Context: an optimization exercise on an open-source flow, tuned for small area. The choices shown serve that exercise and are no tape-out recipe. In this exercise RTL edits were held to simulation tests only and were not proved equivalent to the original. No activity file was given, so power comes from the tool's default toggle rates. The flow treats the clock pin as an ideal source, which a real chip does not have.

Design trace_debugger, start of the top module:
module trace_debugger
    #(parameter APB_ADDR_WIDTH = 32)
    (input logic                clk_i,
     input logic                rst_ni,
     input logic                test_mode_i,
     input logic                ivalid_i,  
     input logic                iexception_i,
     input logic                interrupt_i,
     input logic [CAUSELEN-1:0] cause_i,
     input logic [XLEN-1:0]     tval_i,
     input logic [PRIVLEN-1:0]  priv_i,
     input logic [XLEN-1:0]     iaddr_i,
     input logic [ILEN-1:0]     instr_i,
     input logic                compressed_i,
     input logic [APB_ADDR_WIDTH-1:0] apb_paddr_i,
     input logic [31:0]         apb_pwdata_i,
     input logic                apb_pwrite_i,
     input logic                apb_psel_i,
     input logic                apb_penable_i,
     output logic [31:0]        apb_prdata_o,
     output logic               apb_pready_o,
     output logic               apb_pslverr_o,
     output logic [XLEN-1:0]    packet_word_o,
     output logic               packet_word_valid_o,
     input logic                grant_i);
Settings: LEC_CHECK=0, CAP_MARGIN=10, CORE_MARGIN=2, CORE_UTILIZATION=40, PLACE_DENSITY=0.75, SLEW_MARGIN=10; clock period 11.0 ns.
standard.sh (not shown) runs the stock make flow with config.mk's settings and CLKGATE_MAP_FILE= SYNTH_SCRIPT=/design/flow/synth_recipe.tcl, a recipe that flattens the netlist after the stock synthesis.
==> flow/flow/run.sh <==
#!/bin/bash
# Own flow: the standard layout, except that
#  - synthesis maps the combinational logic with an area oriented abc script
#    (flow/area.abc); the flip-flops are mapped as in the standard synthesis;
#  - the ports are buffered with the smallest buffer;
#  - clock tree synthesis clusters more sinks per buffer and adds no dummy
#    loads.
set -euo pipefail
work=$(pwd)
export AREA_ABC_SCRIPT=$work/flow/area.abc
bash standard.sh SYNTH_SCRIPT=$work/flow/synth.tcl synth > synth.log 2>&1
bash standard.sh \
  "BUFFER_PORTS_ARGS=-buffer_cell sky130_fd_sc_hd__buf_1" \
  "CTS_ARGS=-sink_clustering_enable -repair_clock_nets -dont_use_dummy_load -sink_clustering_size 30 -sink_clustering_max_diameter 150" \
  > layout.log 2>&1
==> flow/flow/area.abc <==
&get -n
&st
&deepsyn -T 120
&dch -f
&nf -R 1000
&put
==> flow/flow/synth.tcl <==
# The standard flow's synthesis script (synth_recipe.tcl) with an area oriented abc script:
# the same passes and flip-flop mapping; only the combinational mapping
# differs.
proc synth {args} { yosys synth -nofsm -noshare {*}$args }
proc abc {args} {
  set i [lsearch -exact $args -script]
  if {$i >= 0} { lset args [expr {$i+1}] $::env(AREA_ABC_SCRIPT) }
  yosys abc {*}$args
}
source $::env(SCRIPTS_DIR)/synth.tcl
# left out here: clear keep_hierarchy, flatten, clean up, hide names made inside functions, write 1_2_yosys.v
Rerun with:
--- a/flow/flow/run.sh
+++ b/flow/flow/run.sh
@@ -13,3 +13,3 @@
   "BUFFER_PORTS_ARGS=-buffer_cell sky130_fd_sc_hd__buf_1" \
-  "CTS_ARGS=-sink_clustering_enable -repair_clock_nets -dont_use_dummy_load -sink_clustering_size 30 -sink_clustering_max_diameter 150" \
+  "CTS_ARGS=-sink_clustering_enable -repair_clock_nets -dont_use_dummy_load -sink_clustering_size 30 -sink_clustering_max_diameter 120" \
   > layout.log 2>&1
==> flow/flow/area.abc (replaced) <==
&get -n
&st
&deepsyn -T 300 -I 2 -o
&dch -f
&nf -R 1000
&put
- CAP_MARGIN: 10 -> 20
- GPL_TIMING_DRIVEN: default -> 0
- PLACE_DENSITY: 0.75 -> default
- SLEW_MARGIN: 10 -> 20
- The changed run finished with timing, DRC and antenna clean
- total power rises by a few percent
- cell area shrinks slightly
- setup slack got worse by 0.17 ns
- routed wire length rose slightly
- synthesized area shrinks slightly
- global-route usage is higher by 0.80 points
- die area falls slightly
- utilization grows by 0.50 points
- maximum frequency came out lower slightly

========
## alpha
trace_debugger again, from the RTL that the note above started with.
==> flow/config.mk <==
export PLATFORM = sky130hd
export DESIGN_NAME = trace_debugger
export DESIGN_NICKNAME = trace_debugger
export VERILOG_FILES = /design/flow/design.v
export SDC_FILE = /design/flow/constraint.sdc
export NUM_CORES = 4
export LEC_CHECK = 0
export CAP_MARGIN = 20
export CORE_MARGIN = 2
export CORE_UTILIZATION = 40
export SLEW_MARGIN = 20
==> flow/constraint.sdc <==
create_clock -name core_clock -period 11.0 [get_ports {clk_i}]
set_input_delay 2.2000 -clock core_clock [delete_from_list [all_inputs] [get_ports {clk_i}]]
set_output_delay 2.2000 -clock core_clock [all_outputs]
set_load 0.01 [all_outputs]
==> flow/flow/run.sh <==
#!/bin/bash
# Own flow: the standard layout, except that
#  - synthesis maps the combinational logic with an area oriented abc script
#    (flow/area.abc); the flip-flops are mapped as in the standard synthesis;
#  - the ports are buffered with the smallest buffer;
#  - clock tree synthesis clusters more sinks per buffer and adds no dummy
#    loads.
set -euo pipefail
work=$(pwd)
export AREA_ABC_SCRIPT=$work/flow/area.abc
bash standard.sh SYNTH_SCRIPT=$work/flow/synth.tcl synth > synth.log 2>&1
bash standard.sh \
  "BUFFER_PORTS_ARGS=-buffer_cell sky130_fd_sc_hd__buf_1" \
  "CTS_ARGS=-sink_clustering_enable -repair_clock_nets -dont_use_dummy_load -sink_clustering_size 30 -sink_clustering_max_diameter 150" \
  > layout.log 2>&1
==> flow/flow/area.abc <==
&get -n
&st
&deepsyn -T 120
&dch -f
&nf -R 1000
&put
Scripts as last shown in full above: flow/flow/synth.tcl
What beta does differently from alpha at the input level:
==> flow/flow/run.sh <==
#!/bin/bash
# Own flow: the standard layout, except that synthesis maps the
# combinational logic with an area oriented abc script (flow/area.abc).
set -euo pipefail
work=$(pwd)
export AREA_ABC_SCRIPT=$work/flow/area.abc
bash standard.sh SYNTH_SCRIPT=$work/flow/synth.tcl synth > synth.log 2>&1
bash standard.sh > layout.log 2>&1
## What came out
Count of inverters other than clock inverters in the layout went down by a few percent going from alpha to beta. beta ends up with a critical path depth that is 3 higher than in alpha. beta vs. alpha: average footprint of a synthesized cell went up by 0.38%. The core utilization reported for beta is greater than that of alpha by 3.3 points. Clock power share came out higher on beta than on alpha. In beta, the count of antenna diodes in the layout came out 2 below the value in alpha. Compared with alpha, beta shows a lower setup skew after layout. The total power in beta sits 18% above the value recorded for alpha. In the flow results for beta and alpha, the power per standard cell area is smaller on alpha.
Here is what was changed in the inputs of gamma compared with beta.
==> flow/flow/run.sh <==
#!/bin/bash
# Own flow: the standard layout, except that
#  - synthesis maps the combinational logic with an area oriented abc script
#    (flow/area.abc); the flip-flops are mapped as in the standard synthesis;
#  - the ports are buffered with the smallest buffer;
#  - clock tree synthesis clusters more sinks per buffer and adds no dummy
#    loads.
set -euo pipefail
work=$(pwd)
export AREA_ABC_SCRIPT=$work/flow/area.abc
bash standard.sh SYNTH_SCRIPT=$work/flow/synth.tcl synth > synth.log 2>&1
bash standard.sh \
  "BUFFER_PORTS_ARGS=-buffer_cell sky130_fd_sc_hd__buf_1" \
  "CTS_ARGS=-sink_clustering_enable -repair_clock_nets -dont_use_dummy_load -sink_clustering_size 30 -sink_clustering_max_diameter 150" \
  > layout.log 2>&1
-- flow/config.mk --
<<< beta, line 9
export CORE_MARGIN = 2
export CORE_UTILIZATION = 40
export SLEW_MARGIN = 20
>>> gamma, line 9
export CORE_MARGIN = 2
export CORE_UTILIZATION = 40
export PLACE_DENSITY = 0.75
export SLEW_MARGIN = 20
==> run notes <==
Summary of gamma over beta: overall via count from detail_route saw little to no change, wire length after detailed routing saw a decrease, clock skew saw an increase, synthesized cell count saw little to no change.
Taking gamma as 1.0, beta lands at 3.7 on count of clock-buffer cells in the layout.
In the reports for gamma and beta, the smaller leakage power belongs to gamma.
Compared with beta, gamma shows part of the power in the clock network lower by 13 points.
Diff beta -> gamma | placed cell area | decrease of 1.9%
Relative to beta, reported net switching power decreased by 11% in gamma.
The run showing the greater proportion of cell area spent on the clock network is beta.
Compare gamma and beta | total power of the final layout higher: beta

## static timing again, ports no longer ideal
Ports are ideal in the flow. The routed layouts listed here were re-timed in OpenROAD. Step 1, drivers: a clkbuf_16 drives clk_i and a buf_2 each remaining input, both assumed. Step 2 also shifts input and output timing later by t, the mid clock arrival at the registers, as if the neighbouring blocks saw the same clock. a / b / c = ideal ports / drivers / drivers and shift; a / b = the first two.
| run | t, ns | setup slack, ns | hold slack, ns | worst slew at a driven data input, ns |
|---|---|---|---|---|
| the first run of note 1 | 0.703 | 0.763 / 0.763 / 0.763 | 0.433 / 0.433 / 0.433 | 0.06 |
| the second run of note 1 | 0.695 | 0.591 / 0.591 / 0.043 | 0.393 / 0.393 / 0.393 | 0.06 |
| alpha | 0.697 | 0.842 / 0.842 / 0.842 | 0.406 / 0.406 / 0.406 | 0.12 |
| beta | 0.718 | 0.657 / 0.657 / 0.657 | 0.417 / 0.417 / 0.417 | 0.07 |
| gamma | 0.705 | 0.743 / 0.743 / 0.743 | 0.433 / 0.433 / 0.433 | 0.06 |
After both steps setup and hold are still met in every run listed. The setup slack of the second run of note 1, which loses most, moves by 0.000 ns with the drivers and by -0.548 ns with both steps.
